From an optimization exercise on the open Yosys and OpenROAD flow, aimed at small area; shortcuts taken in it are not production practice. RTL that was checked went through simulation tests only; none was proved equivalent to the original. Only the layout flow was run in runs 1 to 4; the RTL was not checked for function there. Power figures rest on the tool's default switching activity, not on a simulated workload.

==> design.v <==
`timescale 1ns / 1ps
module srl_oneshot(
		input clk250_i,
		input rst_i,
		input valid_i,
		input trig_i,
		output hold_o,
		output scal_o
    );
	reg flag;
	reg [15:0] delay_line;
	always @(posedge clk250_i) begin
		if (rst_i) flag <= 1'b0;
		else if (trig_i) flag <= 1'b1;
		else if (delay_line[15] && valid_i) flag <= 1'b0;
		delay_line <= {delay_line[14:0],trig_i};
	end
	assign scal_o = flag;
	assign hold_o = delay_line[1];
endmodule
`timescale 1ns / 1ps
module srl_oneshot_with_ref(
		input clk250_i,
		input rst_i,
		input valid_i,
		input pulse_i,
		input trig_i,
		output mon_scal_o,
		output scal_o
    );
	reg [1:0] mon_flag_reg;
	reg mon_flag;
	reg flag;
	reg [15:0] delay_line;
	reg [15:0] mon_delay_line;
	wire mon_edge = mon_flag_reg[0] && !mon_flag_reg[1];
	always @(posedge clk250_i) begin
		if (rst_i) begin
			mon_flag_reg[1] <= 1'b1;
			mon_flag <= 1'b0;
			flag <= 1'b0;
		end else begin
			mon_flag_reg[1] <= mon_flag_reg[0];
			if (mon_edge) mon_flag <= 1'b1;
			else if (mon_delay_line[15] && valid_i) mon_flag <= 1'b0;
			if (trig_i) flag <= 1'b1;
			else if (delay_line[15] && valid_i) flag <= 1'b0;
		end
		mon_flag_reg[0] <= flag & pulse_i;
		mon_delay_line <= {mon_delay_line[14:0],mon_edge};
		delay_line <= {delay_line[14:0],trig_i};
	end
	assign scal_o = flag;
	assign mon_scal_o = mon_flag;
endmodule
`timescale 1ns / 1ps
module ANITA3_trigger_holdoff(
		input clk250_i,
		input rst_i,
		input trig_i,
		output holdoff_o
    );
	reg holdoff_div_2;
	reg [3:0] holdoff_counter;
	wire [4:0] holdoff_counter_plus_one = holdoff_counter + 1;
	reg trigger_holdoff;
	reg clear_holdoff;
	always @(posedge clk250_i) begin
		if (rst_i) begin
			trigger_holdoff <= 0;
			holdoff_div_2 <= 0;
			holdoff_counter <= {4{1'b0}};
			clear_holdoff <= 0;
		end else begin
			if (clear_holdoff) trigger_holdoff <= 0;
			else if (trig_i) trigger_holdoff <= 1;
			if (!trigger_holdoff) holdoff_div_2 <= 0;
			else holdoff_div_2 <= ~holdoff_div_2;
			if (!trigger_holdoff) holdoff_counter <= {4{1'b0}};
			else if (holdoff_div_2) holdoff_counter <= holdoff_counter_plus_one;
			clear_holdoff <= holdoff_counter_plus_one[4];
		end
	end
	assign holdoff_o = trigger_holdoff;
endmodule
`timescale 1ns / 1ps
module ANITA3_simple_trigger_map(
		input clk250_i,
		input [47:0] L1_i,
		input [31:0] mask_i,
		output [15:0] V_pol_phi_o,
		output [15:0] H_pol_phi_o
    );
	wire [15:0] V_in;
	wire [15:0] H_in;
	assign V_in[0]  = L1_i[4*2+0];  assign V_in[4]  = L1_i[4*2+1];
	assign H_in[0]  = L1_i[4*2+2];  assign H_in[4]  = L1_i[4*2+3];
	assign V_in[2]  = L1_i[4*3+0];  assign V_in[6]  = L1_i[4*3+1];
	assign H_in[2]  = L1_i[4*3+2];  assign H_in[6]  = L1_i[4*3+3];
	assign V_in[1]  = L1_i[4*4+0];  assign V_in[5]  = L1_i[4*4+1];
	assign H_in[1]  = L1_i[4*4+2];  assign H_in[5]  = L1_i[4*4+3];
	assign V_in[3]  = L1_i[4*5+0];  assign V_in[7]  = L1_i[4*5+1];
	assign H_in[3]  = L1_i[4*5+2];  assign H_in[7]  = L1_i[4*5+3];
	assign V_in[15] = L1_i[4*6+0];  assign V_in[11] = L1_i[4*6+1];
	assign H_in[15] = L1_i[4*6+2];  assign H_in[11] = L1_i[4*6+3];
	assign V_in[13] = L1_i[4*7+0];  assign V_in[9]  = L1_i[4*7+1];
	assign H_in[13] = L1_i[4*7+2];  assign H_in[9]  = L1_i[4*7+3];
	assign V_in[14] = L1_i[4*8+0];  assign V_in[10] = L1_i[4*8+1];
	assign H_in[14] = L1_i[4*8+2];  assign H_in[10] = L1_i[4*8+3];
	assign V_in[12] = L1_i[4*9+0];  assign V_in[8]  = L1_i[4*9+1];
	assign H_in[12] = L1_i[4*9+2];  assign H_in[8]  = L1_i[4*9+3];
	reg [15:0] V_pol_phi_reg;
	reg [15:0] H_pol_phi_reg;
	reg [15:0] V_pol_phi_pipe;
	reg [15:0] H_pol_phi_pipe;
	always @(posedge clk250_i) begin
		V_pol_phi_reg <= V_in & ~mask_i[15:0];
		H_pol_phi_reg <= H_in & ~mask_i[31:16];
		V_pol_phi_pipe <= V_pol_phi_reg;
		H_pol_phi_pipe <= H_pol_phi_reg;
	end
	assign V_pol_phi_o = V_pol_phi_pipe;
	assign H_pol_phi_o = H_pol_phi_pipe;
endmodule
`timescale 1ns / 1ps
module ANITA3_simple_trigger( clk250_i,
										rst_i,
										L1_i,
										trig_o,
										scal_o,
										scal_L1_o,
										disable_i,
										refpulse_i,
										mon_scal_o,
										ant_mask_i,
										phi_mask_i,
										phi_o,
										count_o
										);
	input clk250_i;
	input rst_i;
	input [47:0] L1_i;
	input [31:0] ant_mask_i;
	input [31:0] phi_mask_i;
	output trig_o;
	output [31:0] phi_o;
	output [31:0] scal_o;
	output [31:0] scal_L1_o;
	input refpulse_i;
	output [31:0] mon_scal_o;
	output [7:0] count_o;
	input disable_i;
	wire [15:0] V_pol_phi;
	wire [15:0] H_pol_phi;
	wire [15:0] V_pol_hold;
	wire [15:0] H_pol_hold;
	ANITA3_simple_trigger_map u_map(.clk250_i(clk250_i),
											  .mask_i(ant_mask_i),
											  .L1_i(L1_i),
											  .V_pol_phi_o(V_pol_phi),
											  .H_pol_phi_o(H_pol_phi));
	reg [1:0] rst_d;
	always @(posedge clk250_i) rst_d <= {rst_d[0], rst_i};
	wire rst_hold = rst_i | rst_d[0] | rst_d[1];
	reg [4:0] rst_age;
	wire valid = rst_age[4] & rst_age[1];
	always @(posedge clk250_i) begin
		if (rst_i) rst_age <= 5'd0;
		else if (!valid) rst_age <= rst_age + 5'd1;
	end
	reg [15:0] V_pol_trig;
	reg [15:0] H_pol_trig;
	reg [15:0] V_pol_pat;
	reg [15:0] H_pol_pat;
	reg rf_trigger;
	reg any_rf_trigger;
	reg [1:0] raw_rf_trigger;
	wire trigger_holdoff;
	reg [7:0] raw_rf_count;
	reg rf_count_flag;
	reg [7:0] rf_count;
	reg trig_disable;
	generate
		genvar i;
		for (i=0;i<16;i=i+1) begin : RF_TRIG
			srl_oneshot l1v_scaler(.clk250_i(clk250_i),.rst_i(rst_hold),.valid_i(valid),.trig_i(V_pol_phi[i]),
													.hold_o(V_pol_hold[i]),.scal_o(scal_L1_o[i]));
			srl_oneshot l1h_scaler(.clk250_i(clk250_i),.rst_i(rst_hold),.valid_i(valid),.trig_i(H_pol_phi[i]),
													.hold_o(H_pol_hold[i]),.scal_o(scal_L1_o[16+i]));
			srl_oneshot_with_ref v_scaler(.clk250_i(clk250_i),.rst_i(rst_i),.valid_i(valid),.trig_i(V_pol_trig[i]),.pulse_i(refpulse_i),
													.scal_o(scal_o[i]), .mon_scal_o(mon_scal_o[i]));
			srl_oneshot_with_ref h_scaler(.clk250_i(clk250_i),.rst_i(rst_i),.valid_i(valid),.trig_i(H_pol_trig[i]),.pulse_i(refpulse_i),
													.scal_o(scal_o[16+i]), .mon_scal_o(mon_scal_o[16+i]));
			always @(posedge clk250_i) begin
				if (rst_hold) begin
					V_pol_trig[i] <= 1'b0;
					H_pol_trig[i] <= 1'b0;
				end else begin
					V_pol_trig[i] <= V_pol_phi[i] && V_pol_phi[(i+1)%16] && !phi_mask_i[i];
					H_pol_trig[i] <= H_pol_phi[i] && H_pol_phi[(i+1)%16] && !phi_mask_i[16+i];
				end
			end
		end
	endgenerate
	wire latch_pat = any_rf_trigger && !trigger_holdoff;
	wire pat_load = latch_pat & ~rst_i;
	wire pat_keep = ~latch_pat & ~rst_i;
	always @(posedge clk250_i) begin
		V_pol_pat <= (V_pol_hold & {16{pat_load}}) | (V_pol_pat & {16{pat_keep}});
		H_pol_pat <= (H_pol_hold & {16{pat_load}}) | (H_pol_pat & {16{pat_keep}});
	end
	always @(posedge clk250_i) begin
		if (rst_i) begin
			trig_disable <= 1'b0;
			any_rf_trigger <= 1'b0;
			rf_trigger <= 1'b0;
			raw_rf_trigger <= 2'b00;
			rf_count_flag <= 1'b0;
			raw_rf_count <= 8'd0;
			rf_count <= 8'd0;
		end else begin
			trig_disable <= disable_i;
			any_rf_trigger <= (|H_pol_trig) | (|V_pol_trig);
			rf_trigger <= latch_pat && !trig_disable;
			raw_rf_trigger <= {raw_rf_trigger[0],any_rf_trigger};
			rf_count_flag <= raw_rf_trigger[0] && !raw_rf_trigger[1];
			if (rf_count_flag) raw_rf_count <= raw_rf_count + 8'd1;
			if (rf_count_flag && trigger_holdoff) rf_count <= raw_rf_count;
		end
	end
	ANITA3_trigger_holdoff u_rf_holdoff(.clk250_i(clk250_i),
													.rst_i(rst_i),
													.trig_i(any_rf_trigger),
													.holdoff_o(trigger_holdoff));
	assign trig_o = rf_trigger;
	assign phi_o = {H_pol_pat,V_pol_pat};
	assign count_o = rf_count;
endmodule
==> flow/run.sh <==
#!/bin/bash
# Standard ORFS layout with three changes: port buffers are buf_1, CTS uses
# clkbuf_8 sink clusters of up to 20 flops, and CTS adds no dummy loads.
set -euo pipefail
export BUFFER_PORTS_ARGS="-buffer_cell sky130_fd_sc_hd__buf_1"
export CTS_ARGS="-sink_clustering_enable -repair_clock_nets -buf_list sky130_fd_sc_hd__clkbuf_8 -sink_clustering_size 20 -sink_clustering_max_diameter 60 -dont_use_dummy_load"
bash standard.sh finish > standard_make.log 2>&1
==> standard.sh <==
#!/bin/bash
# synth_recipe.tcl (not shown) runs the flow's synth.tcl, then flattens the netlist and writes it again
# the make line also repeats each setting of config.mk as NAME=value (left out here)
make -C /OpenROAD-flow-scripts/flow DESIGN_CONFIG=/design/flow/config.mk WORK_HOME=/design/flow/orfs CLKGATE_MAP_FILE= SYNTH_SCRIPT=/design/flow/synth_recipe.tcl "${@:-finish}"
==> config.mk <==
export PLATFORM = sky130hd
export DESIGN_NAME = ANITA3_simple_trigger
export DESIGN_NICKNAME = ANITA3_simple_trigger
export VERILOG_FILES = /design/flow/design.v
export SDC_FILE = /design/flow/constraint.sdc
export NUM_CORES = 4
export LEC_CHECK = 0
export CAP_MARGIN = 20
export CORE_MARGIN = 2
export CORE_UTILIZATION = 40
export SLEW_MARGIN = 20
==> constraint.sdc <==
create_clock -name core_clock -period 4.0 [get_ports {clk250_i}]
set_input_delay 0.8000 -clock core_clock [delete_from_list [all_inputs] [get_ports {clk250_i}]]
set_output_delay 0.8000 -clock core_clock [all_outputs]
set_load 0.01 [all_outputs]
==> results of run 1 <==
-- cell families (layout without fill, tap and decap cells) --
group | after synthesis | after routing | synth area share
AND/OR/NAND/NOR | 436 | 436 | 0.0554
adder cells (fa/ha/maj) | 3 | 3 | 0.000904
flip-flops | 1860 | 1860 | 0.896
AO/OA/AOI/OAI | 149 | 149 | 0.0211
buffers and inverters | 151 | 360 | 0.0239
XOR/XNOR | 10 | 10 | 0.00211
multiplexers | 2 | 2 | 0.000482
other | 0 | 7 | 0
-- per-stage QoR --
step,std cells,total power [mW]
floorplan,2611,19.5
global placement,4085,19.7
detailed placement,4085,19.7
CTS,4200,27.2
global route,4202,28.0
finish,4207,26.8
-- power breakdown --
| part | leakage, nW | switching [mW] | total (mW) | internal [mW] |
|---|---|---|---|---|
| registers | 15.2 | 0.151 | 19.0 | 18.9 |
| logic | 1.28 | 0.128 | 0.207 | 0.0785 |
| clock network | 0.827 | 4.97 | 7.54 | 2.58 |
| total | 17.3 | 5.25 | 26.8 | 21.5 |
-- synthesized netlist by cell type (2+ instances only) --
cell type | n | area [um^2]
dfxtp_1 | 1860 | 37200
a21oi_1 | 111 | 556
nor2_1 | 111 | 417
nand3_1 | 107 | 536
buf_4 | 97 | 728
nor2b_1 | 67 | 419
a22o_1 | 32 | 280
and2_1 | 32 | 200
or2_2 | 32 | 200
nand2_1 | 31 | 116
nor3b_1 | 28 | 210
clkbuf_1 | 27 | 101
buf_2 | 18 | 90.1
nor4_1 | 8 | 50.1
xor2_1 | 6 | 52.6
buf_6 | 5 | 56.3
nor3_1 | 5 | 25.0
xnor2_1 | 4 | 35.0
ha_1 | 3 | 37.5
inv_1 | 3 | 11.3
and4_1 | 2 | 17.5
mux2i_1 | 2 | 20.0
nand2b_1 | 2 | 12.5
nand4_1 | 2 | 12.5
o21ai_0 | 2 | 10.0
or3_1 | 2 | 12.5
-- worst max path at each step --
stage / start / endpoint / slack [ns]
after floorplan: rst_i / RF_TRIG[10].l1h_scaler.flag / 2.31
after global placement: rst_i / V_pol_trig[9] / 1.45
after detailed placement: rst_i / H_pol_trig[15] / 1.46
after CTS: rf_count[4] / count_o[4] / 1.56
after global routing: rf_count[5] / count_o[5] / 1.55
final: rf_count[5] / count_o[5] / 1.73
-- layout by cell type, fill, tap and decap left out, drive strengths merged, types with 2 or more instances in the layout --
cell type / netlist / final
nand3: 107 / 107
diode: 0 / 7
nor3: 6 / 6
nor3b: 28 / 28
o21ai: 2 / 2
a22o: 32 / 32
nand4: 3 / 3
or2: 32 / 32
xnor2: 4 / 4
nand2: 31 / 31
xor2: 6 / 6
or3: 3 / 3
and4: 2 / 2
nand2b: 2 / 2
buf: 121 / 240
nor2: 112 / 112
nor2b: 67 / 67
mux2i: 2 / 2
a21oi: 111 / 111
clkbuf: 27 / 117
nor4: 8 / 8
and2: 32 / 32
dfxtp: 1860 / 1860
inv: 3 / 3
ha: 3 / 3
-- area by class of cell --
class,instances,area [um^2],share of cell area
inverters,3,11.3,0.000251
flip-flops and latches,1860,37200,0.830
well taps,1380,1730,0.0385
clock buffers,115,1580,0.0353
diodes,7,17.5,0.000390
repair buffers,242,948,0.0211
multi-input cells,600,3340,0.0744
-- routing by layer --
layer,GRT usage,part of all wire,vias to the layer above
met1,0.154,0.48,7981
met5,0,0,-
met2,0.172,0.43,337
met3,0.0285,0.057,113
li1,-,-,8522
met4,0.0477,0.029,0
==> metrics.md, run 1 <==
| Metric | Value |
|---|---|
| Status | complete, no violations |
| IO Pins | 253 |
| Final worst slack | 1.73 ns |
| Top FF cell, synth | dfxtp_1 |
| Post-route ant nets | 0 |
| Fillcell total | 9289 |
| Crit Path Class | flip-flop to output port |
| CP bufs+invs | 1 |
| CTS max path bufs | 3 |
| Residual DRC | 0 |
| Drt total wl | 60000 um |
| Critical Path RT | 3.20 ns |
| Reg2reg start | u_rf_holdoff.trigger_holdoff |
| P&R area growth vs syn | 7.99% |
| Hold path depth | 2 |
| Achievable Freq | 440 MHz |
| Die Height | 326 um |
| Worst-Margin Slew | 1.01 ns |
| Reg2reg setup slack | 1.84 ns |
| Avg Inst Size Synth | 15.9 um^2 |
| H-tree levels | 3 |
| Final setup TNS | 0 ns |
| Min Clock Period, post-route | 2.27 ns |
| Slowest cell on crit path | buf_1 |
| Die extent in x | 326 um |
| Routability congestion estimate | 0.720 |
| Synth async-reset ratio | 0 |
| Skew-Pair Late Insertion Delay | 0.76 ns |
| Worst-case hold slack | 0.170 ns |
| Synthesized flop and latch total | 1860 |
| Worst-path fanout max | 2 |
| Mapped Area | 0.0415 mm^2 |
| Reg2reg end | V_pol_pat[8] |
| CTS Sinks | 1860 |
| Initial DRC Count | 707 |
| PD cells | 597 mW/mm^2 |
| DP Area | 0.0433 mm^2 |
| First-pass GRT wire length | 91400 um |
| Unique masters post-synth | 38 |
| Worst slew margin | 0.328 |
| Post-detailed-placement half-perimeter wirelength | 38600 um |
| Worst Path Arrival | 1.47 ns |
| Pin count of the biggest net entering global routing | 124 |
| Layout cell share with drive strength beyond 1 | 0.0574 |
| Rows | 118 |
| Final Core Density | 0.435 |
| Unrepaired setup endpoints after global routing | no |
| Hold_sp | ant_mask_i[28] |
| Vias in the first global route | 16300 |
| Via-to-Cell Ratio | 4.03 |
| Antenna violations before repair | 9 |
| WHS Endpoint | u_map.H_pol_phi_reg[12] |
| CP Depth | 1 |
| Crit-path cells | buf_1 |
| Post-CTS Setup Bufs | 0 |
| CTS tree | done |
| Synth warn | 5 |
| Clock buffer count from CTS | 115 |
| Wire per inst | 14.3 um |
| Die area | 0.106 mm^2 |
| Clk Tree Root Cell | clkbuf_8 |
| Critical Path Sink Type | output port |
| Hold bufs inserted after CTS | 0 |
| CP peak stage delay | 0.42 ns |
| Pleak | 17.3 nW |
| Core box area | 0.103 mm^2 |
| Fin. Hold Viols | 0 |
| Maxcap violations | 0 |
| Design Area, Final | 0.0449 mm^2 |
| Tcrit/Tclk final | 0.568 |
| Worst VDD drop | 0.000338 V |
| Number of synthesized flops with an enable pin | 0 |
| Layout net count | 2941 |
| Post-Syn Nets | 2730 |
| Final count of pins violating max slew | 0 |
| CP Launch Type | flip-flop |
| Max Clock Skew | 0.0887 ns |
| Worst Hold Class | input port to flip-flop |
| Clock slew at reported path FFs | 0.11 ns |
| Initial core utilization | 0.403 |
| Fraction of the yosys area taken by sequential cells | 0.896 |
| Vias | 17000 |
| Total GRT Usage | 0.113 |
| IO buf count | 236 |
| Delay-heaviest family, CP | buffers and inverters |
| GR Overflow Total | 0 |
| First-pass DRT Iterations | 4 |
| R2R depth | 3 |
| Post-Syn Instances | 2611 |
| PostCTS Resize Cnt | 0 |
| Setup WS pre-CTS | 1.46 ns |
| Final setup violation count | 0 |
==> inputs of run 2 (changes only) <==
--- a/design.v
+++ b/design.v
@@ -28,25 +28,26 @@
 		output mon_scal_o,
 		output scal_o
     );
-	reg [1:0] mon_flag_reg;
+	reg mon_x;
+	reg mon_edge;
 	reg mon_flag;
 	reg flag;
 	reg [15:0] delay_line;
 	reg [15:0] mon_delay_line;
-	wire mon_edge = mon_flag_reg[0] && !mon_flag_reg[1];
+	wire x = flag & pulse_i;
 	always @(posedge clk250_i) begin
 		if (rst_i) begin
-			mon_flag_reg[1] <= 1'b1;
+			mon_edge <= 1'b0;
 			mon_flag <= 1'b0;
 			flag <= 1'b0;
 		end else begin
-			mon_flag_reg[1] <= mon_flag_reg[0];
+			mon_edge <= x && !mon_x;
 			if (mon_edge) mon_flag <= 1'b1;
 			else if (mon_delay_line[15] && valid_i) mon_flag <= 1'b0;
 			if (trig_i) flag <= 1'b1;
 			else if (delay_line[15] && valid_i) flag <= 1'b0;
 		end
-		mon_flag_reg[0] <= flag & pulse_i;
+		mon_x <= x;
 		mon_delay_line <= {mon_delay_line[14:0],mon_edge};
 		delay_line <= {delay_line[14:0],trig_i};
 	end
==> metrics.md, run 2 <==
| Metric | Value |
|---|---|
| GR Util met2 | 0.175 |
| GR Util met1 | 0.165 |
| Leading area contributor after synthesis | dfxtp_1 |
| Final setup TNS | 0 ns |
| CTS Sinks | 1860 |
| Synthesized flop and latch total | 1860 |
| Initial DRC Count | 738 |
| CTS max path bufs | 3 |
| Wire per inst | 15.1 um |
| Top-count cell post-synth | dfxtp_1 |
| Pin count of the biggest net entering global routing | 83 |
| Clock slew at reported path FFs | 0.12 ns |
| H-tree levels | 3 |
| Worst VDD drop | 0.000273 V |
| Skew-Pair Late Insertion Delay | 0.77 ns |
| Synth async-reset ratio | 0 |
| Worst slew margin | 0.282 |
| IO Pins | 253 |
| Vias in the first global route | 16300 |
| GR Overflow Total | 0 |
| GRT Max-Usage Layer | met2 |
| WHS Endpoint | u_map.V_pol_phi_reg[14] |
| Delay-heaviest family, CP | flip-flops |
| Die extent in x | 326 um |
| Final setup violation count | 0 |
| Tcrit/Tclk final | 0.570 |
| CP bufs+invs | 1 |
| Crit Path Class | flip-flop to output port |
| Routability congestion estimate | 0.730 |
| Sequential cell area | 0.0372 mm^2 |
| Hold bufs inserted after CTS | 0 |
| Antenna violations before repair | 10 |
| Critical Path Sink Type | output port |
| Residual DRC | 0 |
| Hold path depth | 2 |
| Post-synthesis compound-gate area fraction | 0.0211 |
| Reg2reg setup slack | 2.04 ns |
| Post-CTS Setup Bufs | 0 |
| PostCTS Resize Cnt | 0 |
| Layout net count | 2914 |
| Pleak | 17.1 nW |
| P&R area growth vs syn | 8.04% |
| PD cells | 600 mW/mm^2 |
| Slowest cell on crit path | dfxtp_1 |
| Via-to-Cell Ratio | 4.08 |
| Status | complete, no violations |
| Drt total wl | 63100 um |
| R2R depth | 4 |
| Largest family of logic cells by synthesized area | simple AND/OR/NAND/NOR gates |
| Max Clock Skew | 0.0894 ns |
| Synth warn | 5 |
| Unrepaired setup endpoints after global routing | no |
| Critical Path RT | 3.20 ns |
| Post-synth top cells | dfxtp_1 (1860), nor2_1 (112), a21oi_1 (111) |
| Worst-path fanout max | 4 |
| Multi-input logic area | 0.00318 mm^2 |
| Fraction of the yosys area taken by sequential cells | 0.900 |
| Rows | 117 |
| Final Core Density | 0.437 |
| Most frequent cells in the layout | dfxtp_1 (1858), buf_1 (234), clkbuf_8 (114) |
| Multiplexer share of the synthesized area | 0.000484 |
| Commonest non-fill, non-tap cell in the layout | dfxtp_1 |
| Final count of pins violating max slew | 0 |
| Total GRT Usage | 0.119 |
| Reg2reg end | RF_TRIG[2].v_scaler.flag |
| Unique masters post-synth | 32 |
| Avg Inst Size Synth | 16.0 um^2 |
| Layout cell share with drive strength beyond 1 | 0.0480 |
| Fillcell total | 9327 |
| Worst-Margin Slew | 1.08 ns |
| Yosys top cell area share | 0.900 |
| First-pass DRT Iterations | 4 |
| Post-Syn Nets | 2698 |
| XOR/XNOR share of the synthesized area | 0.00212 |
| Min Clock Period, post-route | 2.28 ns |
| Achievable Freq | 438 MHz |
| Die area | 0.106 mm^2 |
| Top FF cell, synth | dfxtp_1 |
| GR Layer Usage met3 | 0.0368 |
| Die Height | 326 um |
| Worst Hold Class | input port to flip-flop |
| Top cells by area, synth | dfxtp_1 (90%), buf_4 (1.8%), a21oi_1 (1.3%) |
| Fin. Hold Viols | 0 |
| Crit-path cells | buf_1 |
| CP peak stage delay | 0.42 ns |
| Number of synthesized flops with an enable pin | 0 |
| CTS tree | done |
| Mapped Area | 0.0414 mm^2 |
| Post-detailed-placement half-perimeter wirelength | 39500 um |
| Worst Path Arrival | 1.48 ns |
| Clock buffer count from CTS | 114 |
| IO buf count | 236 |
| Post-Syn Instances | 2579 |
| First-pass GRT wire length | 95600 um |
| Clk Tree Root Cell | clkbuf_8 |
| Synth Area in Adders | 0.000907 |
| Reg2reg start | rst_age[4] |
| Maxcap violations | 0 |
| Vias | 17000 |
| Initial core utilization | 0.405 |
| Hold_sp | ant_mask_i[14] |
| Post-route ant nets | 0 |
| Post-synthesis simple-gate area fraction | 0.0515 |
| CP Launch Type | flip-flop |
| Core box area | 0.102 mm^2 |
-- run 2: cell types whose count changed after synthesis, sizes merged, moves of 7 or more --
cell / before / now
nor2b: 67 / 35
nor3b: 28 / 60
or2: 32 / 0
clkbuf: 27 / 19
buf: 121 / 128
-- run 2: worst max-delay path by stage --
stage          cells after the start  slack [ns]                startpoint                         end
5_1_grt                            1        1.56  RF_TRIG[0].v_scaler.flag                   scal_o[0]
2_1_floorplan                      4        2.40                     rst_i  RF_TRIG[0].l1h_scaler.flag
6_report                           1        1.72  RF_TRIG[0].h_scaler.flag                  scal_o[16]
3_5_place_dp                       4        1.25                     rst_i              V_pol_trig[15]
3_3_place_gp                       4        1.32                     rst_i              V_pol_trig[15]
4_1_cts                            1        1.60  RF_TRIG[0].v_scaler.flag                   scal_o[0]
-- run 2: cells by family after synthesis --
| family | count (synthesis) |
|---|---|
| xor+xnor | 10 |
| fa+ha+maj | 3 |
| buf+inv | 149 |
| flops | 1860 |
| simple gates | 406 |
| compound gates | 149 |
| mux | 2 |
-- run 2: cell type report --
type                            instances  share of cell area
Antenna cell                            3            0.000168
Clock buffer                          114              0.0351
Inverter                                2            0.000168
Multi-Input combinational cell        570              0.0711
Sequential cell                      1860               0.833
Tap cell                             1368              0.0383
Timing Repair Buffer                  247              0.0218
-- run 2: metrics by stage --
stage	std cells	cell area (um^2)	setup WS (ns)	total power [mW]	hold slack, ns
after global placement	4047	43100	1.32	19.7	0.310
after floorplan	2579	41400	2.40	19.5	0.310
final	4164	44700	1.72	26.8	0.157
after CTS	4161	44700	1.60	27.2	0.0452
after global routing	4162	44700	1.56	28.0	0.0838
after detailed placement	4047	43100	1.25	19.7	0.312
-- run 2: where the power goes --
part	switching, mW	total, mW	internal, mW	leakage, nW
clock	5.04	7.60	2.55	0.820
sequential	0.151	19.0	18.9	15.1
combinational	0.139	0.210	0.0709	1.12
-- run 2: routing by layer --
metal  wire length (um)  vias to the layer above
li1                   -                     8468
met1              31300                     8113
met2              25900                      297
met3               4080                      125
met4               1750                        4
met5                 24                        -
==> inputs of run 3 (changes only) <==
==> flow/run.sh (replaced) <==
#!/bin/bash
set -euo pipefail
export BUFFER_PORTS_ARGS="-buffer_cell sky130_fd_sc_hd__buf_1"
export CTS_ARGS="-sink_clustering_enable -repair_clock_nets -dont_use_dummy_load -buf_list sky130_fd_sc_hd__clkbuf_4 -sink_clustering_size 10 -sink_clustering_max_diameter 50"

bash standard.sh finish > standard_make.log 2>&1
==> metrics.md, run 3 <==
| Metric | Value |
|---|---|
| Worst-Margin Slew | 1.07 ns |
| GR Overflow Total | 0 |
| Int Power | 21.4 mW |
| CP Launch Type | flip-flop |
| Top-count cell post-synth | dfxtp_1 |
| First-pass DRT Iterations | 6 |
| Design Area, Final | 0.0457 mm^2 |
| Worst Hold Class | flip-flop to flip-flop |
| Net Sw Frac | 0.204 |
| Met2 routed WL | 27500 um |
| Drt total wl | 65000 um |
| Worst Path Arrival | 1.74 ns |
| Vias | 17900 |
| Clock buffer count from CTS | 209 |
| Wire length on met3 | 4250 um |
| Hold_sp | RF_TRIG[10].l1h_scaler.delay_line[10] |
| PostCTS Resize Cnt | 0 |
| Residual DRC | 0 |
| Post-detailed-placement half-perimeter wirelength | 39500 um |
| CP Depth | 1 |
| Commonest non-fill, non-tap cell in the layout | dfxtp_1 |
| Die Height | 326 um |
| Hold path depth | 0 |
| Skew-Pair Late Insertion Delay | 1.06 ns |
| Layout net count | 3107 |
| Post-Syn Nets | 2698 |
| Mapped Area | 0.0414 mm^2 |
| Post-CTS Setup Bufs | 0 |
| Crit Path Class | flip-flop to output port |
| Die extent in x | 326 um |
| Clock network fraction of total power | 0.281 |
| Delay-heaviest family, CP | flip-flops |
| Layout cell share with drive strength beyond 1 | 0.0767 |
| Fraction of the yosys area taken by sequential cells | 0.900 |
| Fillcell total | 9272 |
| CTS tree | done |
| Slowest cell on crit path | dfxtp_1 |
| Maxcap violations | 0 |
| IO buf count | 236 |
| Worst VDD drop | 0.000271 V |
| Reg2reg setup slack | 2.01 ns |
| Synthesized flop and latch total | 1860 |
| Multi-input logic area | 0.00318 mm^2 |
| Status | complete, no violations |
| Final Core Density | 0.447 |
| Worst-case hold slack | 0.205 ns |
| Wire per inst | 14.9 um |
| Reg2reg end | RF_TRIG[1].l1v_scaler.flag |
| CP bufs+invs | 1 |
| Pin count of the biggest net entering global routing | 83 |
| Sequential cell area | 0.0372 mm^2 |
| Total GRT Usage | 0.125 |
| WHS Endpoint | RF_TRIG[10].l1h_scaler.delay_line[11] |
| Crit-path cells | buf_1 |
| R2R depth | 4 |
| Post-Syn Instances | 2579 |
| Combinational share of power | 0.011 |
| Vias in the first global route | 17700 |
| Critical Path Sink Type | output port |
| Wl on met1 | 31300 um |
| Top cells by area, synth | dfxtp_1 (90%), buf_4 (1.8%), a21oi_1 (1.3%) |
| NetSw | 5.47 mW |
| H-tree levels | 4 |
| Pleak | 17.7 nW |
| PD cells | 588 mW/mm^2 |
| Fin. Hold Viols | 0 |
| Yosys top cell area share | 0.900 |
| Post-synth top cells | dfxtp_1 (1860), nor2_1 (112), a21oi_1 (111) |
| CTS max path bufs | 3 |
| Rows | 117 |
| CTS Sinks | 1860 |
| Avg Inst Size Synth | 16.0 um^2 |
| Max Clock Skew | 0.123 ns |
| Top FF cell, synth | dfxtp_1 |
| Initial core utilization | 0.405 |
| Via-to-Cell Ratio | 4.12 |
| Synth async-reset ratio | 0 |
| Initial DRC Count | 676 |
| Tcrit/Tclk final | 0.634 |
| Routability congestion estimate | 0.730 |
| Post-route ant nets | 0 |
| Worst slew margin | 0.286 |
| Antenna violations before repair | 10 |
| CP peak stage delay | 0.41 ns |
| Number of synthesized flops with an enable pin | 0 |
| Most frequent cells in the layout | dfxtp_1 (1858), buf_1 (234), clkbuf_4 (210) |
| Leading area contributor after synthesis | dfxtp_1 |
| Clock slew at reported path FFs | 0.10 ns |
| Final count of pins violating max slew | 0 |
| Synth warn | 5 |
| Min Clock Period, post-route | 2.54 ns |
| Reg2reg start | rst_age[4] |
| First-pass GRT wire length | 99800 um |
| Top Metal Used | met5 |
| Critical Path RT | 3.20 ns |
| Core box area | 0.102 mm^2 |
| IO Pins | 253 |
| Die area | 0.106 mm^2 |
| Unique masters post-synth | 32 |
| Hold bufs inserted after CTS | 98 |
| Achievable Freq | 394 MHz |
| Reg power frac | 0.708 |
| Clk Tree Root Cell | clkbuf_4 |
| Unrepaired setup endpoints after global routing | no |
| Worst-path fanout max | 4 |
| Final setup TNS | 0 ns |
| P&R area growth vs syn | 10.4% |
| Final setup violation count | 0 |
| DP Area | 0.0431 mm^2 |
## run 3: changes by cell type in the layout (fill, tap and decap cells not counted)
cell | before | now
clkbuf_4 | 1 | 210
clkbuf_8 | 114 | 0
diode_2 | 3 | 5
dlygate4sd3_1 | 0 | 98
## run 3: final cells by class
class,instances,share of cell area
timing repair buffer,345,0.0428
clock buffer,209,0.0344
sequential,1860,0.815
multi-input combinational,570,0.0696
antenna,5,0.000274
tap,1368,0.0375
inverter,2,0.000164
## run 3: worst max-delay path by stage
stage / from / to / slack (ns)
global route: RF_TRIG[11].v_scaler.flag / scal_o[11] / 1.22
finish: RF_TRIG[11].v_scaler.flag / scal_o[11] / 1.46
CTS: RF_TRIG[11].v_scaler.flag / scal_o[11] / 1.22
global placement: rst_i / V_pol_trig[15] / 1.32
detailed placement: rst_i / V_pol_trig[15] / 1.25
floorplan: rst_i / RF_TRIG[0].l1h_scaler.flag / 2.40
## run 3: per-layer routing
layer	vias to the layer above	global-route usage
li1	8944	-
met5	-	0
met3	146	0.0427
met4	4	0.0588
met1	8483	0.165
met2	369	0.183
## run 3: power groups by stage
stage	Clock, mW	Sequential (mW)	Combinational (mW)
2_1_floorplan	0	19.4	0.131
3_3_place_gp	0	19.4	0.214
6_report	7.56	19.0	0.289
4_1_cts	8.00	19.0	0.291
5_1_grt	8.74	19.1	0.316
3_5_place_dp	0	19.5	0.216
## run 3: logic make-up (layout without fill, tap and decap cells)
| family | Yosys count | in the layout | share of synthesized area |
|---|---|---|---|
| AOI/OAI and AO/OA | 149 | 149 | 0.0211 |
| xor gates and xnor gates | 10 | 10 | 0.00212 |
| adders and majority gates | 3 | 3 | 0.000908 |
| buffers and inverters | 149 | 556 | 0.0237 |
| DFF | 1860 | 1860 | 0.900 |
| muxes | 2 | 2 | 0.000484 |
| other | 0 | 5 | 0 |
| and+or+nand+nor | 406 | 406 | 0.0515 |
## run 3: metrics by stage
step | instances | setup slack (ns) | total power, mW
after global placement | 4047 | 1.32 | 19.7
after detailed placement | 4047 | 1.25 | 19.7
after global routing | 4357 | 1.22 | 28.1
final | 4359 | 1.46 | 26.9
after floorplan | 2579 | 2.40 | 19.5
after CTS | 4354 | 1.22 | 27.3
==> inputs of run 4 (changes only) <==
--- a/design.v
+++ b/design.v
@@ -28,26 +28,25 @@
 		output mon_scal_o,
 		output scal_o
     );
-	reg mon_x;
-	reg mon_edge;
+	reg [1:0] mon_flag_reg;
 	reg mon_flag;
 	reg flag;
 	reg [15:0] delay_line;
 	reg [15:0] mon_delay_line;
-	wire x = flag & pulse_i;
+	wire mon_edge = mon_flag_reg[0] && !mon_flag_reg[1];
 	always @(posedge clk250_i) begin
 		if (rst_i) begin
-			mon_edge <= 1'b0;
+			mon_flag_reg[1] <= 1'b1;
 			mon_flag <= 1'b0;
 			flag <= 1'b0;
 		end else begin
-			mon_edge <= x && !mon_x;
+			mon_flag_reg[1] <= mon_flag_reg[0];
 			if (mon_edge) mon_flag <= 1'b1;
 			else if (mon_delay_line[15] && valid_i) mon_flag <= 1'b0;
 			if (trig_i) flag <= 1'b1;
 			else if (delay_line[15] && valid_i) flag <= 1'b0;
 		end
-		mon_x <= x;
+		mon_flag_reg[0] <= flag & pulse_i;
 		mon_delay_line <= {mon_delay_line[14:0],mon_edge};
 		delay_line <= {delay_line[14:0],trig_i};
 	end
==> flow/run.sh (replaced) <==
#!/bin/bash
set -euo pipefail
export BUFFER_PORTS_ARGS="-buffer_cell sky130_fd_sc_hd__buf_1"
export CTS_ARGS="-sink_clustering_enable -repair_clock_nets -dont_use_dummy_load -buf_list sky130_fd_sc_hd__clkbuf_16 -sink_clustering_size 40 -sink_clustering_max_diameter 60"

bash standard.sh finish > standard_make.log 2>&1
==> metrics.md, run 4 <==
| Metric | Value |
|---|---|
| Status | complete, no violations |
| Worst VDD drop | 0.000428 V |
| Number of synthesized flops with an enable pin | 0 |
| Achievable Freq | 446 MHz |
| Vias in the first global route | 16100 |
| Core box area | 0.103 mm^2 |
| Crit Path Class | flip-flop to output port |
| Clock slew at reported path FFs | 0.11 ns |
| CTS max path bufs | 3 |
| Total Power | 29.0 mW |
| Synth async-reset ratio | 0 |
| Worst-Margin Slew | 1.02 ns |
| Setup WS pre-CTS | 1.46 ns |
| Rows | 118 |
| IO buf count | 236 |
| H-tree levels | 3 |
| Worst-case hold slack | 0.230 ns |
| Initial DRC Count | 697 |
| Worst-path fanout max | 2 |
| Layout cell share with drive strength beyond 1 | 0.0534 |
| Top FF cell, synth | dfxtp_1 |
| Yosys top cell area share | 0.896 |
| Skew-Pair Late Insertion Delay | 0.71 ns |
| Placed insts | 4085 |
| Mapped Area | 0.0415 mm^2 |
| Most frequent cells in the layout | dfxtp_1 (1858), buf_1 (234), nor2_1 (111) |
| Post-Syn Nets | 2730 |
| Layout net count | 2929 |
| Fraction of the yosys area taken by sequential cells | 0.896 |
| Unique masters post-synth | 38 |
| CTS tree | done |
| Die area | 0.106 mm^2 |
| Delay-heaviest family, CP | buffers and inverters |
| Leading area contributor after synthesis | dfxtp_1 |
| CP bufs+invs | 1 |
| Post-detailed-placement half-perimeter wirelength | 38600 um |
| P&R area growth vs syn | 10.4% |
| PostCTS Resize Cnt | 0 |
| Post-CTS Setup Bufs | 0 |
| Drt total wl | 60500 um |
| Top-count cell post-synth | dfxtp_1 |
| Routability congestion estimate | 0.720 |
| Tcrit/Tclk final | 0.561 |
| Hold bufs inserted after CTS | 0 |
| Unrepaired setup endpoints after global routing | no |
| Final Core Density | 0.444 |
| Max Clock Skew | 0.0710 ns |
| Synth warn | 5 |
| Post-synth top cells | dfxtp_1 (1860), a21oi_1 (111), nor2_1 (111) |
| Critical Path Sink Type | output port |
| First-pass DRT Iterations | 4 |
| Antenna violations before repair | 9 |
| Die Height | 326 um |
| Worst Path Arrival | 1.44 ns |
| Worst slew margin | 0.319 |
| Top cells by area, synth | dfxtp_1 (90%), buf_4 (1.8%), a21oi_1 (1.3%) |
| Pleak | 17.7 nW |
| GR Overflow Total | 0 |
| Vias | 17000 |
| Final count of pins violating max slew | 0 |
| Die extent in x | 326 um |
| Residual DRC | 0 |
| First-pass GRT wire length | 91700 um |
| Final setup TNS | 0 ns |
| Min Clock Period, post-route | 2.24 ns |
| PD cells | 633 mW/mm^2 |
| CP Launch Type | flip-flop |
| Design Area, Final | 0.0459 mm^2 |
| CP peak stage delay | 0.42 ns |
| Commonest non-fill, non-tap cell in the layout | dfxtp_1 |
| Non-filler cells, final | 4194 |
| Final worst slack | 1.76 ns |
| Clock buffer count from CTS | 103 |
| Total GRT Usage | 0.114 |
| Avg Inst Size Synth | 15.9 um^2 |
| Slowest cell on crit path | buf_1 |
| CTS Sinks | 1860 |
| Pin count of the biggest net entering global routing | 124 |
| Crit-path cells | buf_1 |
| Wire per inst | 14.4 um |
| Post-Syn Instances | 2611 |
| Post-route ant nets | 0 |
| Fin. Hold Viols | 0 |
| DP Area | 0.0433 mm^2 |
| Final setup violation count | 0 |
| Via-to-Cell Ratio | 4.04 |
| IO Pins | 253 |
| Worst Hold Class | input port to flip-flop |
| Initial core utilization | 0.403 |
| Critical Path RT | 3.20 ns |
| Maxcap violations | 0 |
| Synthesized flop and latch total | 1860 |
| Clk Tree Root Cell | clkbuf_16 |
run 4: layout make-up:
cell class	count	area [um^2]
inverter	3	11.3
clock buffer	103	2580
fill	9159	57300
timing repair buffer	242	948
antenna	6	15.0
tap	1380	1730
multi-input combinational	600	3340
sequential	1860	37200
run 4: kinds of logic after synthesis:
| logic type | synth area share |
|---|---|
| and+or+nand+nor | 0.0554 |
| xor gates and xnor gates | 0.00211 |
| adders and majority gates | 0.000904 |
| AOI/OAI and AO/OA | 0.0211 |
| buffers and inverters | 0.0239 |
| muxes | 0.000482 |
| DFF | 0.896 |
run 4: worst paths after layout:
path | from | to | slack, ns | cells after the start
worst max register to register | u_rf_holdoff.trigger_holdoff | V_pol_pat[3] | 1.83 | 3
worst max-delay path | rf_count[5] | count_o[5] | 1.76 | 1
worst min register to register | RF_TRIG[15].h_scaler.delay_line[5] | RF_TRIG[15].h_scaler.delay_line[6] | 0.25 | 0
worst min-delay path | ant_mask_i[28] | u_map.H_pol_phi_reg[12] | 0.23 | 2
run 4: where the power goes:
part | internal [mW] | switching, mW
sequential | 18.9 | 0.152
combinational | 0.0785 | 0.129
clock | 4.55 | 5.25
run 4: metal layers:
metal  routed length, um  vias to the layer above  GRT usage
met5                  13                        -          0
met4                1830                        2     0.0483
met3                3360                      110     0.0296
met2               26000                      317      0.174
met1               29300                     8007      0.154
li1                    -                     8517          -
==> inputs of run 5 (changes only) <==
--- a/design.v
+++ b/design.v
@@ -28,25 +28,26 @@
 		output mon_scal_o,
 		output scal_o
     );
-	reg [1:0] mon_flag_reg;
+	reg mon_x;
+	reg mon_edge;
 	reg mon_flag;
 	reg flag;
 	reg [15:0] delay_line;
 	reg [15:0] mon_delay_line;
-	wire mon_edge = mon_flag_reg[0] && !mon_flag_reg[1];
-	always @(posedge clk250_i) begin
-		if (rst_i) begin
-			mon_flag_reg[1] <= 1'b1;
+	wire x = flag & pulse_i;
+	always @(posedge clk250_i) begin
+		if (rst_i) begin
+			mon_edge <= 1'b0;
 			mon_flag <= 1'b0;
 			flag <= 1'b0;
 		end else begin
-			mon_flag_reg[1] <= mon_flag_reg[0];
+			mon_edge <= x && !mon_x;
 			if (mon_edge) mon_flag <= 1'b1;
 			else if (mon_delay_line[15] && valid_i) mon_flag <= 1'b0;
 			if (trig_i) flag <= 1'b1;
 			else if (delay_line[15] && valid_i) flag <= 1'b0;
 		end
-		mon_flag_reg[0] <= flag & pulse_i;
+		mon_x <= x;
 		mon_delay_line <= {mon_delay_line[14:0],mon_edge};
 		delay_line <= {delay_line[14:0],trig_i};
 	end
@@ -163,10 +164,15 @@
 	always @(posedge clk250_i) rst_d <= {rst_d[0], rst_i};
 	wire rst_hold = rst_i | rst_d[0] | rst_d[1];
 	reg [4:0] rst_age;
-	wire valid = rst_age[4] & rst_age[1];
-	always @(posedge clk250_i) begin
-		if (rst_i) rst_age <= 5'd0;
-		else if (!valid) rst_age <= rst_age + 5'd1;
+	reg valid;
+	always @(posedge clk250_i) begin
+		if (rst_i) begin
+			rst_age <= 5'd0;
+			valid <= 1'b0;
+		end else begin
+			if (!valid) rst_age <= rst_age + 5'd1;
+			if (rst_age == 5'd17) valid <= 1'b1;
+		end
 	end
 	reg [15:0] V_pol_trig;
 	reg [15:0] H_pol_trig;
==> flow/run.sh (replaced) <==
#!/bin/bash
set -euo pipefail
export BUFFER_PORTS_ARGS="-buffer_cell sky130_fd_sc_hd__buf_1"
export CTS_ARGS="-sink_clustering_enable -repair_clock_nets -dont_use_dummy_load -buf_list sky130_fd_sc_hd__clkbuf_8 -sink_clustering_size 22 -sink_clustering_max_diameter 60"

bash standard.sh finish > standard_make.log 2>&1
==> metrics.md, run 5 <==
| Metric | Value |
|---|---|
| CTS max path bufs | 3 |
| Delay-heaviest family, CP | flip-flops |
| Post-Syn Nets | 2693 |
| Leading area contributor after synthesis | dfxtp_1 |
| Die area | 0.106 mm^2 |
| Layout net count | 2914 |
| Clock slew at reported path FFs | 0.12 ns |
| Final setup TNS | 0 ns |
| Critical Path RT | 3.20 ns |
| Critical Path Sink Type | output port |
| Int Power | 21.5 mW |
| Worst Hold Class | input port to flip-flop |
| Most frequent cells in the layout | dfxtp_1 (1860), buf_1 (234), nand2_1 (126) |
| Residual DRC | 0 |
| First-pass DRT Iterations | 4 |
| Mapped Area | 0.0413 mm^2 |
| Core box area | 0.102 mm^2 |
| Post-route ant nets | 0 |
| Multi-input logic area | 0.00309 mm^2 |
| PD cells | 598 mW/mm^2 |
| Synth async-reset ratio | 0 |
| Post-synth top cells | dfxtp_1 (1861), nand2_1 (126), nor2_1 (115) |
| Yosys top cell area share | 0.903 |
| Number of synthesized flops with an enable pin | 0 |
| Vias in the first global route | 15700 |
| Unrepaired setup endpoints after global routing | no |
| Min Clock Period, post-route | 2.26 ns |
| Die Height | 325 um |
| Layout cell share with drive strength beyond 1 | 0.0462 |
| Total GRT Usage | 0.111 |
| Tcrit/Tclk final | 0.566 |
| CP peak stage delay | 0.40 ns |
| Post-CTS Setup Bufs | 0 |
| WHS Endpoint | u_map.V_pol_phi_reg[1] |
| Unique masters post-synth | 34 |
| Vias | 16500 |
| Worst Path Arrival | 1.46 ns |
| Final count of pins violating max slew | 0 |
| Worst VDD drop | 0.000303 V |
| Max Clock Skew | 0.118 ns |
| Slowest cell on crit path | dfxtp_1 |
| Drt total wl | 58500 um |
| CTS tree | done |
| Reg2reg setup slack | 1.78 ns |
| Clock network fraction of total power | 0.280 |
| Skew-Pair Late Insertion Delay | 0.78 ns |
| IO Pins | 253 |
| Rows | 117 |
| NetSw | 5.20 mW |
| Worst-Margin Slew | 0.895 ns |
| Maxcap violations | 0 |
| Clock buffer count from CTS | 112 |
| Pin count of the biggest net entering global routing | 59 |
| Post-Syn Instances | 2573 |
| Top-count cell post-synth | dfxtp_1 |
| Hold path depth | 2 |
| Fraction of the yosys area taken by sequential cells | 0.903 |
| Reg power frac | 0.713 |
| Hold_sp | ant_mask_i[1] |
| IO buf count | 236 |
| Synth warn | 5 |
| Initial DRC Count | 682 |
| Crit Path Class | flip-flop to output port |
| Final setup violation count | 0 |
| H-tree levels | 3 |
| R2R depth | 4 |
| PostCTS Resize Cnt | 0 |
| First-pass GRT wire length | 89100 um |
| Final Core Density | 0.437 |
| Combinational share of power | 0.007 |
| Placed insts | 4048 |
| P&R area growth vs syn | 8.07% |
| Synthesized flop and latch total | 1861 |
| Routability congestion estimate | 0.710 |
| Crit-path cells | buf_1 |
| Hold bufs inserted after CTS | 0 |
| Worst slew margin | 0.403 |
| Commonest non-fill, non-tap cell in the layout | dfxtp_1 |
| Achievable Freq | 442 MHz |
| Top cells by area, synth | dfxtp_1 (90%), buf_4 (1.8%), a21oi_1 (1.3%) |
| Net Sw Frac | 0.195 |
| Non-filler cells, final | 4164 |
| Top FF cell, synth | dfxtp_1 |
| GR Overflow Total | 0 |
| CTS Sinks | 1861 |
| Via-to-Cell Ratio | 3.96 |
| Clk Tree Root Cell | clkbuf_8 |
| Post-detailed-placement half-perimeter wirelength | 37300 um |
| Avg Inst Size Synth | 16.0 um^2 |
| Fillcell total | 9205 |
| Antenna violations before repair | 4 |
| Reg2reg end | V_pol_pat[1] |
| Pleak | 17.1 nW |
| CP Launch Type | flip-flop |
| Initial core utilization | 0.404 |
| Status | complete, no violations |
| Worst-path fanout max | 4 |
| Sequential cell area | 0.0373 mm^2 |
| Fin. Hold Viols | 0 |
| Crit. Startpoint | RF_TRIG[0].h_scaler.flag |
| Die extent in x | 325 um |
| Reg2reg start | u_rf_holdoff.trigger_holdoff |
| CP bufs+invs | 1 |
| Wire per inst | 14.0 um |
==> run 5: cell count changes after synthesis, moves of 4 or more <==
cell / delta
clkbuf_1: -12
nand2_1: +95
nand3_1: -98
nor2_1: +4
nor2b_1: -31
nor3b_1: +32
or2_2: -32
==> run 5: per-stage QoR <==
stage | setup slack, ns | hold WS, ns | area (um^2) | total power [mW]
2_1_floorplan | 2.40 | 0.310 | 41300 | 19.5
3_3_place_gp | 1.35 | 0.309 | 43000 | 19.6
3_5_place_dp | 1.32 | 0.312 | 43000 | 19.6
4_1_cts | 1.59 | 0.0405 | 44600 | 27.1
5_1_grt | 1.57 | 0.0772 | 44600 | 27.8
6_report | 1.74 | 0.149 | 44600 | 26.7
==> run 5: metal layers <==
layer,GRT usage,up-vias,wire (um)
met2,0.168,276,24800
met5,0,-,10
met1,0.149,7725,28500
met4,0.0426,2,1480
met3,0.0338,103,3660
li1,-,8366,-
==> run 5: final cells by class <==
cell class,count,area share
tap,1368,0.0384
timing repair buffer,243,0.0214
multi-input combinational,572,0.0693
clock buffer,112,0.0346
sequential,1861,0.836
antenna,4,0.000225
inverter,4,0.000337
==> run 5: power groups by stage <==
| stage | clock network, mW | registers [mW] | logic, mW |
|---|---|---|---|
| after detailed placement | 0 | 19.4 | 0.189 |
| after global routing | 8.59 | 19.0 | 0.203 |
| after CTS | 7.89 | 19.0 | 0.189 |
| after floorplan | 0 | 19.4 | 0.101 |
| final | 7.47 | 19.0 | 0.182 |
| after global placement | 0 | 19.4 | 0.187 |
==> run 5: cell families (layout without fill, tap and decap cells) <==
family / after synthesis / count (layout) / share of synthesized area
flip-flops: 1861 / 1861 / 0.903
XOR/XNOR: 11 / 11 / 0.00234
multiplexers: 2 / 2 / 0.000485
AND/OR/NAND/NOR: 408 / 408 / 0.0493
other: 0 / 4 / 0
AO/OA/AOI/OAI: 147 / 147 / 0.0208
adder cells (fa/ha/maj): 4 / 4 / 0.00121
buffers and inverters: 140 / 359 / 0.0227
==> run 5: worst max-delay path by stage <==
stage,endpoint,cells past startpoint,slack [ns]
after CTS,scal_o[16],1,1.59
after detailed placement,H_pol_pat[2],5,1.32
after global placement,V_pol_pat[4],5,1.35
after global routing,scal_o[16],1,1.57
after floorplan,RF_TRIG[0].l1h_scaler.flag,4,2.40
final,scal_o[16],1,1.74
==> inputs of run 6 (changes only) <==
==> flow/run.sh (replaced) <==
#!/bin/bash
set -euo pipefail
export BUFFER_PORTS_ARGS="-buffer_cell sky130_fd_sc_hd__buf_1"
export CTS_ARGS="-sink_clustering_enable -repair_clock_nets -dont_use_dummy_load -buf_list sky130_fd_sc_hd__clkbuf_8 -sink_clustering_size 20 -sink_clustering_max_diameter 60"

bash standard.sh finish > standard_make.log 2>&1
--- a/config.mk
+++ b/config.mk
@@ -7,5 +7,6 @@
 export LEC_CHECK = 0
 export CAP_MARGIN = 20
 export CORE_MARGIN = 2
-export CORE_UTILIZATION = 40
+export CORE_UTILIZATION = 60
+export PLACE_DENSITY = 0.7
 export SLEW_MARGIN = 20
==> metrics.md, run 6 <==
| Metric | Value |
|---|---|
| Pleak | 17.1 nW |
| Worst Path Arrival | 1.34 ns |
| Maxcap violations | 0 |
| Critical Path Sink Type | output port |
| Achievable Freq | 468 MHz |
| Worst-case hold slack | 0.205 ns |
| Worst-Margin Slew | 1.07 ns |
| First-pass GRT wire length | 85800 um |
| Clock buffer count from CTS | 104 |
| Fillcell total | 4816 |
| Final setup violation count | 0 |
| PostCTS Resize Cnt | 0 |
| Number of synthesized flops with an enable pin | 0 |
| Avg Inst Size Synth | 16.0 um^2 |
| Clk Tree Root Cell | clkbuf_8 |
| Top FF cell, synth | dfxtp_1 |
| Die area | 0.0709 mm^2 |
| Hold bufs inserted after CTS | 0 |
| Leading area contributor after synthesis | dfxtp_1 |
| Worst Hold Class | input port to flip-flop |
| Final count of pins violating max slew | 0 |
| Via-to-Cell Ratio | 4.56 |
| Residual DRC | 0 |
| Reg power frac | 0.721 |
| First-pass DRT Iterations | 4 |
| Clock network fraction of total power | 0.272 |
| Worst slew margin | 0.284 |
| Critical Path RT | 3.20 ns |
| Net Sw Frac | 0.192 |
| Total GRT Usage | 0.157 |
| Final Core Density | 0.642 |
| Min Clock Period, post-route | 2.14 ns |
| CP peak stage delay | 0.39 ns |
| Post-CTS Setup Bufs | 0 |
| Layout cell share with drive strength beyond 1 | 0.0431 |
| Commonest non-fill, non-tap cell in the layout | dfxtp_1 |
| H-tree levels | 3 |
| Initial core utilization | 0.604 |
| GR Overflow Total | 0 |
| Crit-path cells | buf_1 |
| Pin count of the biggest net entering global routing | 92 |
| Final setup TNS | 0 ns |
| Rows | 96 |
| Top cells by area, synth | dfxtp_1 (90%), buf_4 (1.8%), a21oi_1 (1.3%) |
| Routability congestion estimate | 0.809 |
| Post-Syn Instances | 2573 |
| CP bufs+invs | 1 |
| CTS max path bufs | 3 |
| Post-route ant nets | 0 |
| Synth async-reset ratio | 0 |
| Post-detailed-placement half-perimeter wirelength | 36000 um |
| Wire per inst | 15.0 um |
| Mapped Area | 0.0413 mm^2 |
| Combinational share of power | 0.007 |
| Antenna violations before repair | 10 |
| P&R area growth vs syn | 6.41% |
| CP Launch Type | flip-flop |
| Yosys top cell area share | 0.903 |
| Die Height | 266 um |
| Core box area | 0.0683 mm^2 |
| Fraction of the yosys area taken by sequential cells | 0.903 |
| Most frequent cells in the layout | dfxtp_1 (1860), buf_1 (235), nand2_1 (126) |
| Post-Syn Nets | 2693 |
| Sequential cell area | 0.0373 mm^2 |
| CTS Sinks | 1861 |
| Vias in the first global route | 16700 |
| IO buf count | 236 |
| Int Power | 21.3 mW |
| IO Pins | 253 |
| Tcrit/Tclk final | 0.534 |
| Synth warn | 5 |
| PD cells | 600 mW/mm^2 |
| Synthesized flop and latch total | 1861 |
| Vias | 16700 |
| Max Clock Skew | 0.0818 ns |
| Skew-Pair Late Insertion Delay | 0.73 ns |
| Layout net count | 2907 |
| Fin. Hold Viols | 0 |
| Post-synth top cells | dfxtp_1 (1861), nand2_1 (126), nor2_1 (115) |
| Multi-input logic area | 0.00308 mm^2 |
| Crit Path Class | flip-flop to output port |
| Worst-path fanout max | 4 |
| CTS tree | done |
| Unrepaired setup endpoints after global routing | no |
| Top-count cell post-synth | dfxtp_1 |
| Unique masters post-synth | 34 |
| Slowest cell on crit path | dfxtp_1 |
| Initial DRC Count | 634 |
| Worst VDD drop | 0.000335 V |
| NetSw | 5.05 mW |
| Clock slew at reported path FFs | 0.11 ns |
| Delay-heaviest family, CP | flip-flops |
| Die extent in x | 266 um |
| Total Power | 26.3 mW |
| Drt total wl | 55200 um |
| Status | complete, no violations |
run 6: cell counts after synthesis:
No cell type changed its count.
run 6: area by class of cell:
class                   count  area share
clock buffers             104      0.0326
flip-flops and latches   1861       0.849
repair buffers            244      0.0225
well taps                 882      0.0251
inverters                   4    0.000342
diodes                      6    0.000342
multi-input cells         572      0.0702
run 6: logic make-up (layout without fill, tap and decap cells):
family	Yosys count	count (layout)	share of synthesized area
flops	1861	1861	0.903
xor+xnor	11	11	0.00234
other cells	0	6	0
fa+ha+maj	4	4	0.00121
mux	2	2	0.000485
simple gates	408	408	0.0493
buf+inv	140	352	0.0227
compound gates	147	147	0.0208
run 6: final timing paths:
path	startpoint	cells past startpoint	endpoint	slack (ns)
worst max-delay path	RF_TRIG[1].v_scaler.flag	1	scal_o[1]	1.86
worst min-delay path	ant_mask_i[3]	2	u_map.V_pol_phi_reg[3]	0.21
worst max register to register	valid	4	RF_TRIG[3].v_scaler.flag	2.17
worst min register to register	RF_TRIG[8].l1h_scaler.delay_line[5]	0	RF_TRIG[8].l1h_scaler.delay_line[6]	0.29
run 6: per-stage QoR:
step,worst slack (ns),cell area (um^2),cells
after floorplan,2.40,41300,2573
after global placement,1.53,42400,3561
after detailed placement,1.47,42500,3563
after CTS,1.78,43900,3667
after global routing,1.77,43900,3669
final,1.86,43900,3673
run 6: worst reg2reg max path, delay by kind of cell, from the launching register on:
family	cells	cell delay, ns
AO/OA/AOI/OAI	1	0.15
AND/OR/NAND/NOR	2	0.14
buffers and inverters	1	0.45
flip-flops	1	0.99
run 6: routing by layer:
metal | track usage | wire (um) | up-vias
met5 | 0 | 57 | -
met4 | 0.0624 | 1600 | 8
met3 | 0.0349 | 2700 | 113
met2 | 0.251 | 25000 | 323
met1 | 0.210 | 25900 | 7948
li1 | - | - | 8344
run 6: power groups by stage:
stage               logic (mW)  registers (mW)  clock network [mW]
floorplan                0.101            19.4                   0
global placement         0.170            19.4                   0
detailed placement       0.184            19.4                   0
CTS                      0.185            19.0                7.46
global route             0.201            19.0                8.10
finish                   0.181            19.0                7.16
==> inputs of run 7 (changes only) <==
--- a/config.mk
+++ b/config.mk
@@ -7,6 +7,6 @@
 export LEC_CHECK = 0
 export CAP_MARGIN = 20
 export CORE_MARGIN = 2
-export CORE_UTILIZATION = 60
-export PLACE_DENSITY = 0.7
+export CORE_UTILIZATION = 75
+export PLACE_DENSITY = 0.85
 export SLEW_MARGIN = 20
==> metrics.md, run 7 <==
| Metric | Value |
|---|---|
| Post-Syn Instances | 2573 |
| Unrepaired setup endpoints after global routing | no |
| Crit Path Class | flip-flop to output port |
| Layout cell share with drive strength beyond 1 | 0.0417 |
| Non-filler cells, final | 3481 |
| Worst Hold Class | input port to flip-flop |
| Worst-path fanout max | 2 |
| CTS Sinks | 1861 |
| Vias in the first global route | 17900 |
| Final Core Density | 0.805 |
| Fin. Hold Viols | 0 |
| Leading area contributor after synthesis | dfxtp_1 |
| Mapped Area | 0.0413 mm^2 |
| Setup WS pre-CTS | 1.28 ns |
| Routability congestion estimate | 0.793 |
| CTS max path bufs | 3 |
| GR Overflow Total | 0 |
| Unique masters post-synth | 34 |
| Min Clock Period, post-route | 2.19 ns |
| CP peak stage delay | 0.37 ns |
| Top FF cell, synth | dfxtp_1 |
| Post-CTS Setup Bufs | 0 |
| Post-synth top cells | dfxtp_1 (1861), nand2_1 (126), nor2_1 (115) |
| Crit-path cells | buf_1 |
| PostCTS Resize Cnt | 0 |
| Critical Path Sink Type | output port |
| Most frequent cells in the layout | dfxtp_1 (1860), buf_1 (235), nand2_1 (126) |
| Status | complete, no violations |
| IO buf count | 236 |
| Post-route ant nets | 0 |
| Final setup TNS | 0 ns |
| Drt total wl | 60200 um |
| GR Util met1 | 0.280 |
| Worst Path Arrival | 1.39 ns |
| Critical Path RT | 3.20 ns |
| Initial core utilization | 0.762 |
| Pin count of the biggest net entering global routing | 93 |
| GR Layer Usage met3 | 0.0430 |
| Clock slew at reported path FFs | 0.11 ns |
| Initial DRC Count | 683 |
| CP bufs+invs | 1 |
| Worst VDD drop | 0.000537 V |
| GRT Max-Usage Layer | met2 |
| Achievable Freq | 457 MHz |
| Maxcap violations | 0 |
| PD cells | 605 mW/mm^2 |
| Via-to-Cell Ratio | 4.89 |
| Synth warn | 5 |
| Die Height | 239 um |
| Rows | 85 |
| Total Power | 26.4 mW |
| Commonest non-fill, non-tap cell in the layout | dfxtp_1 |
| Post-detailed-placement half-perimeter wirelength | 39000 um |
| Die area | 0.0569 mm^2 |
| Antenna violations before repair | 8 |
| Placed insts | 3373 |
| Slowest cell on crit path | dfxtp_1 |
| Total GRT Usage | 0.217 |
| Yosys top cell area share | 0.903 |
| Skew-Pair Late Insertion Delay | 0.72 ns |
| Clk Tree Root Cell | clkbuf_8 |
| Synthesized flop and latch total | 1861 |
| Wire per inst | 17.3 um |
| Avg Inst Size Synth | 16.0 um^2 |
| Clock buffer count from CTS | 103 |
| Layout net count | 2903 |
| Top-count cell post-synth | dfxtp_1 |
| Worst-Margin Slew | 1.04 ns |
| IO Pins | 253 |
| Post-Syn Nets | 2693 |
| Fraction of the yosys area taken by sequential cells | 0.903 |
| Final count of pins violating max slew | 0 |
| Top cells by area, synth | dfxtp_1 (90%), buf_4 (1.8%), a21oi_1 (1.3%) |
| Final worst slack | 1.81 ns |
| First-pass GRT wire length | 93700 um |
| First-pass DRT Iterations | 5 |
| Vias | 17000 |
| Number of synthesized flops with an enable pin | 0 |
| Die extent in x | 239 um |
| Delay-heaviest family, CP | flip-flops |
| Pleak | 17.0 nW |
| Tcrit/Tclk final | 0.547 |
| P&R area growth vs syn | 5.67% |
| CP Launch Type | flip-flop |
| Residual DRC | 0 |
| H-tree levels | 3 |
| Max Clock Skew | 0.0711 ns |
| Hold bufs inserted after CTS | 0 |
| Worst slew margin | 0.308 |
| Final setup violation count | 0 |
| GR Util met2 | 0.361 |
| Synth async-reset ratio | 0 |
| CTS tree | done |
| Core box area | 0.0541 mm^2 |
==> run 7: cell count changes in the layout (fill, tap and decap cells not counted) <==
cell	delta
or3_1	-1
buf_4	-2
nor3_4	+1
or3_2	+1
nor3_2	-1
buf_16	-2
nand2b_2	-1
nand2b_1	+1
clkbuf_8	-1
diode_2	-2
buf_8	+1
==> run 7: layout make-up <==
class,instances,area [um^2]
multi-input cells,572,3090
well taps,696,871
flip-flops and latches,1861,37300
diodes,4,10.0
repair buffers,241,935
inverters,4,15.0
fillers,2747,10500
clock buffers,103,1420
==> run 7: logic make-up after synthesis <==
kind of cell	share of synthesized area
buf+inv	0.0227
simple gates	0.0493
compound gates	0.0208
mux	0.000485
flops	0.903
fa+ha+maj	0.00121
xor+xnor	0.00234
==> run 7: worst paths after layout <==
path / start / to / slack, ns / cells past startpoint
hold reg to reg: RF_TRIG[8].l1v_scaler.delay_line[3] / RF_TRIG[8].l1v_scaler.delay_line[4] / 0.24 / 0
setup / recovery: RF_TRIG[0].l1h_scaler.flag / scal_L1_o[16] / 1.81 / 1
setup reg to reg: u_rf_holdoff.trigger_holdoff / H_pol_pat[3] / 1.92 / 4
hold / removal: ant_mask_i[3] / u_map.V_pol_phi_reg[3] / 0.22 / 2
==> run 7: where the power goes <==
group	switching, mW	leakage, nW	internal, mW
Clock	4.86	0.741	2.33
Combinational	0.112	1.13	0.0665
Sequential	0.138	15.2	18.9
==> run 7: per-stage QoR <==
stage | instance area, um^2 | hold WS [ns]
2_1_floorplan | 41300 | 0.310
3_3_place_gp | 42200 | 0.310
3_5_place_dp | 42200 | 0.312
4_1_cts | 43600 | 0.146
5_1_grt | 43600 | 0.180
6_report | 43600 | 0.215
==> run 7: metal layers <==
| layer | wire [um] | part of all wire |
|---|---|---|
| met1 | 26900 | 0.45 |
| met2 | 28500 | 0.47 |
| met3 | 2610 | 0.043 |
| met4 | 2140 | 0.036 |
| met5 | 41 | 0.00068 |

## separate check: timing with driven ports
In the flow no input, the clock included, has a driving cell. The finished layouts below were timed again as built, in two steps. Step 1: set_driving_cell puts a clkbuf_16 on clk250_i and a buf_2 on each other input, an assumption about the parent block. Step 2 also shifts input and output timing later by t, the mid clock arrival at the registers, as if the neighbouring blocks saw the same clock. Slacks: ideal ports / drivers / drivers and shift; pairs: ideal ports / drivers.
run | t, ns | setup WS [ns] | hold slack, ns | worst setup path after step 2 | worst data-port slew with drivers (ns)
run 1 | 0.775 | 1.728 / 1.663 / 1.575 | 0.170 / 0.127 / 0.257 | input to register | 0.13
run 2 | 0.775 | 1.718 / 1.660 / 1.265 | 0.157 / 0.120 / 0.231 | input to register | 0.13
run 3 | 1.033 | 1.465 / 1.406 / 0.661 | 0.205 / 0.205 / 0.205 | input to register | 0.07
run 4 | 0.731 | 1.757 / 1.689 / 1.542 | 0.230 / 0.186 / 0.253 | input to register | 0.13
run 5 | 0.781 | 1.736 / 1.678 / 1.410 | 0.149 / 0.114 / 0.231 | input to register | 0.10
run 6 | 0.749 | 1.863 / 1.803 / 1.476 | 0.205 / 0.170 / 0.291 | input to register | 0.09
run 7 | 0.748 | 1.813 / 1.754 / 1.285 | 0.215 / 0.182 / 0.245 | input to register | 0.09
After both steps every run listed still meets setup and hold. The setup slack of run 3, which loses most, moves by -0.059 ns with the drivers and by -0.804 ns with both steps.
